This is an optimization exercise on Yosys and OpenROAD, whose aim is small area, a short achievable clock period and few clock cycles, not a production implementation.
Only simulation tests tie the RTL to the original design; equivalence was not proved.

`design/flow/run.sh`:
```
#!/bin/bash
# synth_recipe.tcl (not shown) runs the flow's synth.tcl, then flattens the netlist and writes it again
# the make line also repeats each setting of config.mk as NAME=value (left out here)
make -C /OpenROAD-flow-scripts/flow DESIGN_CONFIG=/design/flow/config.mk WORK_HOME=/design/flow/orfs CLKGATE_MAP_FILE= SYNTH_SCRIPT=/design/flow/synth_recipe.tcl finish
```
`design/flow/constraint.sdc`:
```
create_clock -name core_clock -period 12.0 [get_ports {clk}]
set_input_delay 2.4000 -clock core_clock [delete_from_list [all_inputs] [get_ports {clk}]]
set_output_delay 2.4000 -clock core_clock [all_outputs]
set_load 0.01 [all_outputs]
```
`design/flow/design.v`:
```
`timescale 1ns/1ps
module viterbi_top #(
    parameter N = 8,    
    parameter I = 3,    
    parameter K = 3,    
    parameter W = 16    
)(
    input                      clk,
    input                      rst_n,
    input                      start,
    input  [2:0]               length,
    input  [1:0]               obs_in,
    input                      obs_valid,
    input  signed [W-1:0]      logA_0,  logA_1,  logA_2,
    input  signed [W-1:0]      logA_3,  logA_4,  logA_5,
    input  signed [W-1:0]      logA_6,  logA_7,  logA_8,
    input  signed [W-1:0]      logC_0,  logC_1,  logC_2,
    input  signed [W-1:0]      logB_0,  logB_1,  logB_2,
    input  signed [W-1:0]      logB_3,  logB_4,  logB_5,
    input  signed [W-1:0]      logB_6,  logB_7,  logB_8,
    output [1:0]               path_0,
    output [1:0]               path_1,
    output [1:0]               path_2,
    output [1:0]               path_3,
    output [1:0]               path_4,
    output [1:0]               path_5,
    output [1:0]               path_6,
    output [1:0]               path_7,
    output reg                 done
);
  reg        busy;           
  reg  [2:0] cnt;            
  reg signed [W-1:0] delta_0, delta_1, delta_2;
  reg [13:0] surv_0, surv_1, surv_2;
  wire step = busy & obs_valid;
  wire last = ((cnt + 3'd1) == length);
  wire load = start | step;
  always @(posedge clk or negedge rst_n) begin
    if (!rst_n) begin
      busy <= 1'b0;
      done <= 1'b0;
      cnt  <= 3'd0;
    end else if (start) begin
      busy <= (length != 3'd1);
      done <= (length == 3'd1);
      cnt  <= 3'd1;
    end else if (step) begin
      cnt <= cnt + 3'd1;
      if (last) begin
        busy <= 1'b0;
        done <= 1'b1;
      end
    end
  end
  reg signed [W-1:0] e_0, e_1, e_2;
  always @(*) begin
    case (obs_in)
      2'd1:    begin e_0 = logB_1; e_1 = logB_4; e_2 = logB_7; end
      2'd2:    begin e_0 = logB_2; e_1 = logB_5; e_2 = logB_8; end
      default: begin e_0 = logB_0; e_1 = logB_3; e_2 = logB_6; end
    endcase
  end
  wire signed [W-1:0] c00 = delta_0 + logA_0;
  wire signed [W-1:0] c01 = delta_0 + logA_1;
  wire signed [W-1:0] c02 = delta_0 + logA_2;
  wire signed [W-1:0] c10 = delta_1 + logA_3;
  wire signed [W-1:0] c11 = delta_1 + logA_4;
  wire signed [W-1:0] c12 = delta_1 + logA_5;
  wire signed [W-1:0] c20 = delta_2 + logA_6;
  wire signed [W-1:0] c21 = delta_2 + logA_7;
  wire signed [W-1:0] c22 = delta_2 + logA_8;
  wire g10_0 = c10 > c00, g20_0 = c20 > c00, g21_0 = c20 > c10;
  wire g10_1 = c11 > c01, g20_1 = c21 > c01, g21_1 = c21 > c11;
  wire g10_2 = c12 > c02, g20_2 = c22 > c02, g21_2 = c22 > c12;
  wire s2_0 = g10_0 ? g21_0 : g20_0;
  wire s1_0 = g10_0 & ~g21_0;
  wire s2_1 = g10_1 ? g21_1 : g20_1;
  wire s1_1 = g10_1 & ~g21_1;
  wire s2_2 = g10_2 ? g21_2 : g20_2;
  wire s1_2 = g10_2 & ~g21_2;
  wire signed [W-1:0] m_0 = s2_0 ? c20 : s1_0 ? c10 : c00;
  wire signed [W-1:0] m_1 = s2_1 ? c21 : s1_1 ? c11 : c01;
  wire signed [W-1:0] m_2 = s2_2 ? c22 : s1_2 ? c12 : c02;
  wire signed [W-1:0] b_0 = busy ? m_0 : logC_0;
  wire signed [W-1:0] b_1 = busy ? m_1 : logC_1;
  wire signed [W-1:0] b_2 = busy ? m_2 : logC_2;
  wire [13:0] mask = busy ? {{2{cnt > 3'd6}}, {2{cnt > 3'd5}}, {2{cnt > 3'd4}},
                             {2{cnt > 3'd3}}, {2{cnt > 3'd2}}, {2{cnt > 3'd1}},
                             2'b11} : 14'd0;
  wire [13:0] p_0 = s2_0 ? surv_2 : s1_0 ? surv_1 : surv_0;
  wire [13:0] p_1 = s2_1 ? surv_2 : s1_1 ? surv_1 : surv_0;
  wire [13:0] p_2 = s2_2 ? surv_2 : s1_2 ? surv_1 : surv_0;
  always @(posedge clk) begin
    if (load) begin
      delta_0 <= b_0 + e_0;
      delta_1 <= b_1 + e_1;
      delta_2 <= b_2 + e_2;
      surv_0 <= p_0 & mask;
      surv_1 <= (p_1 & mask) | (~mask & {7{2'd1}});
      surv_2 <= (p_2 & mask) | (~mask & {7{2'd2}});
    end
  end
  wire best0 = (delta_0 >= delta_1) && (delta_0 >= delta_2);
  wire best1 = ~best0 && (delta_1 >= delta_2);
  wire [1:0] best = best0 ? 2'd0 : best1 ? 2'd1 : 2'd2;
  wire [13:0] sp = best0 ? surv_0 : best1 ? surv_1 : surv_2;
  assign path_0 = sp[1:0];
  assign path_1 = sp[3:2];
  assign path_2 = sp[5:4];
  assign path_3 = sp[7:6];
  assign path_4 = sp[9:8];
  assign path_5 = sp[11:10];
  assign path_6 = sp[13:12];
  assign path_7 = best;
endmodule
```
`design/flow/config.mk`:
```
export PLATFORM = sky130hd
export DESIGN_NAME = viterbi_top
export DESIGN_NICKNAME = viterbi_top
export VERILOG_FILES = /design/flow/design.v
export SDC_FILE = /design/flow/constraint.sdc
export NUM_CORES = 4
export LEC_CHECK = 0
export CAP_MARGIN = 20
export CORE_MARGIN = 2
export CORE_UTILIZATION = 40
export SLEW_MARGIN = 20
```
==> results.cfg <==
[run_status]
run_status = no timing/DRC/antenna violations

[placed_design]
dpl_worst_slack_ps = 1030
placed_area_sq_um = 24400
dp_hpwl_um = 66700
port_buffers = 361
routabilityCongestion = 0.952

[worst_setup_path]
crit_path_end = delta_0[14]
r2r_cells = 36
startpoint = logA_0[0]
r2r_end = delta_0[14]
r2r_start = delta_0[0]
r2r_slack_ps = 3090
cp-start-kind = input port
worstPathRequired_ps = 12240
worstPathArrival_ps = 10880
cpPeakStageDelay_ps = 530
critPathCaptureType = register
cp_max_fo = 13
worst_path_most_repeated_cell = o21ai_0
slowest_stage = or4_1
worstSetupPathType = input port to register

[floorplan]
coreArea_sq_um = 49900
die_area_sq_um = 51900
die_y_um = 228
start_util = 0.402
die_w_um = 228
io_pins = 362
rows = 82

[sta]
final-setup-viol-count = 0
whs_ps = 525
rsz0062_at_grt = no
finalCritPeriodShare = 0.886
fin_worst_skew_ps = 12.4
period_minus_slack_ps = 10640
setup-tns-final_ps = 0
relSlewSlack = 0.196
worstMarginPinSlew_ps = 1200
max_freq_mhz = 94.0
drv_slew = 0
fin_ws_ps = 1360
hold_viol = 0

[finish]
synthToLayoutAreaGrowth_pct = 23.3
finalInstanceArea_sq_um = 24700
drive_gt1_frac = 0.0556
nNetsFinal = 3504

[job]
max-cap-violations = 0

[hold_path]
min_path_cells = 1
hold_class = register to register

[clock_network]
insertion_delay_ps = 400
cts_buffers = 9
post_cts_buffers = 0
htree_levels = 3
root_buffer = clkbuf_16
cts_tree = yes
postCtsResizedCells = 0
clockBufferDepth = 2
ctsHoldBuffers = 0
cts_sinks = 95
clk_pin_slew_ps = 70

[synthesis]
yosysWarnings = 1
yosysMostFrequentCell = ha_1
synth-async-reset-ratio = 0.0526
synth_top_area_share = 0.217
synthTopCellsByCount = ha_1, inv_1, o21ai_0
synth_ff_type = edfxtp_1
yosysUniqueCellTypes = 100
synth-seq-area-share = 0.141
syn-instance-count = 2474
synthTopCellsByArea = ha_1, edfxtp_1, xnor2_1
synth_edf_count = 90
synth_top_cell_by_area = ha_1
synth-seq-cells = 95
synth_nets = 3178
avgSynthCellArea_sq_um = 8.10
netlist_area_sq_um = 20000

[global_route]
grt_max_degree = 56
first_global_vias = 20055
grt_use_met1 = 0.398
met3_usage = 0.0500
grt_overflow = 0
use_met2 = 0.519
grt_first_pass_wirelength_um = 123000
grtUsageTotal = 0.311
grt_antenna_before_repair = 6
busiest_layer = met2

[drt]
drtIter0Drc = 1844
ant_nets = 0
first_pass_iters = 6
viasPerCell = 5.96
via_count = 20728
drc = 0
drt-wirelength-per-cell_um = 23.8
wirelength_um = 82900
==> routing by layer <==
metal,vias to the layer above,part of all wire
met4,0,0.041
met3,135,0.084
met5,-,0
li1,9962,-
met1,9742,0.42
met2,889,0.46
==> worst max-delay path: cells and delay by family <==
kind | cells | cell delay (ps)
muxes | 1 | 120
xor gates and xnor gates | 1 | 180
adders and majority gates | 5 | 1630
buffers and inverters | 5 | 1060
AOI/OAI and AO/OA | 19 | 4030
and+or+nand+nor | 6 | 1450
==> worst min-delay path by stage <==
stage | slack, ps | endpoint | start
finish | 530 | done | done
global route | 550 | done | done
floorplan | 540 | done | done
global placement | 510 | done | done
detailed placement | 510 | done | done
CTS | 530 | done | done
==> stage by stage <==
step,util,std cells
3_3_place_gp,0.490,3461
2_1_floorplan,-,2474
3_5_place_dp,0.490,3461
4_1_cts,0.496,3477
6_report,0.496,3480
5_1_grt,0.496,3477
==> state kept, by name, summed over array words and instances (netlist names) <==
register  cells
delta_0      16
delta_1      16
delta_2      16
surv_0       14
surv_1       14
surv_2       14
cnt           3
busy          1
done          1
==> cell families (layout without fill, tap and decap cells) <==
kind of cell    Yosys count  in the layout  synth area share
mux                     109            109            0.0582
buf+inv                 268            599            0.0522
other cells               0              3                 0
simple gates            623            623             0.152
xor+xnor                168            168            0.0766
flops                    95             95             0.141
fa+ha+maj               368            368             0.233
compound gates          843            843             0.287
==> cell usage in the layout (no fill, tap or decap), types with 27 or more instances in the layout <==
master and count:
o211ai_1 46, clkdlybuf4s50_1 361, ha_1 345, xor2_1 53
edfxtp_1 90, o21ai_0 181, inv_1 194, nor2b_1 39
nand2b_1 40, nand4_1 33, a22oi_1 54, a21oi_1 166
o21a_1 59, nor3_1 53, xnor2_1 109, nand3_1 49
mux2_2 57, nand2_1 164, nor2_1 154, a21o_1 64
mux2i_1 51, a211oi_1 33, buf_4 27
==> layout make-up <==
| type | instances | area, sq um |
|---|---|---|
| antenna | 3 | 7.51 |
| clock buffer | 11 | 233 |
| clock inverter | 5 | 41.3 |
| fill | 4890 | 25100 |
| inverter | 195 | 732 |
| multi-input combinational | 2111 | 16200 |
| sequential | 95 | 2830 |
| tap | 672 | 841 |
| timing repair buffer | 388 | 3820 |
Testbench counts, summed over its fixed seeds: cycles 44,222.

==> what the ideal ports hide <==
In the flow no input, the clock included, has a driving cell. The finished layout below was timed again as built, in two steps.
Step 1 assumes that a clkbuf_16 drives the clock port and a buf_2 every other input.
Step 2, shift: input delay + t, output delay - t, t = (earliest + latest rising clock arrival at the registers) / 2. This alone moves slack from input paths to output paths.
Slacks: ideal ports / drivers / drivers and shift; pairs: ideal ports / drivers.
t (ns): 0.453
slack for setup (ns): 1.363 / 1.377 / 0.924
worst setup path at the end: input to register
After both steps this run still meets setup and hold. The setup slack of this run moves by +0.014 ns with the drivers and by -0.439 ns with both steps.
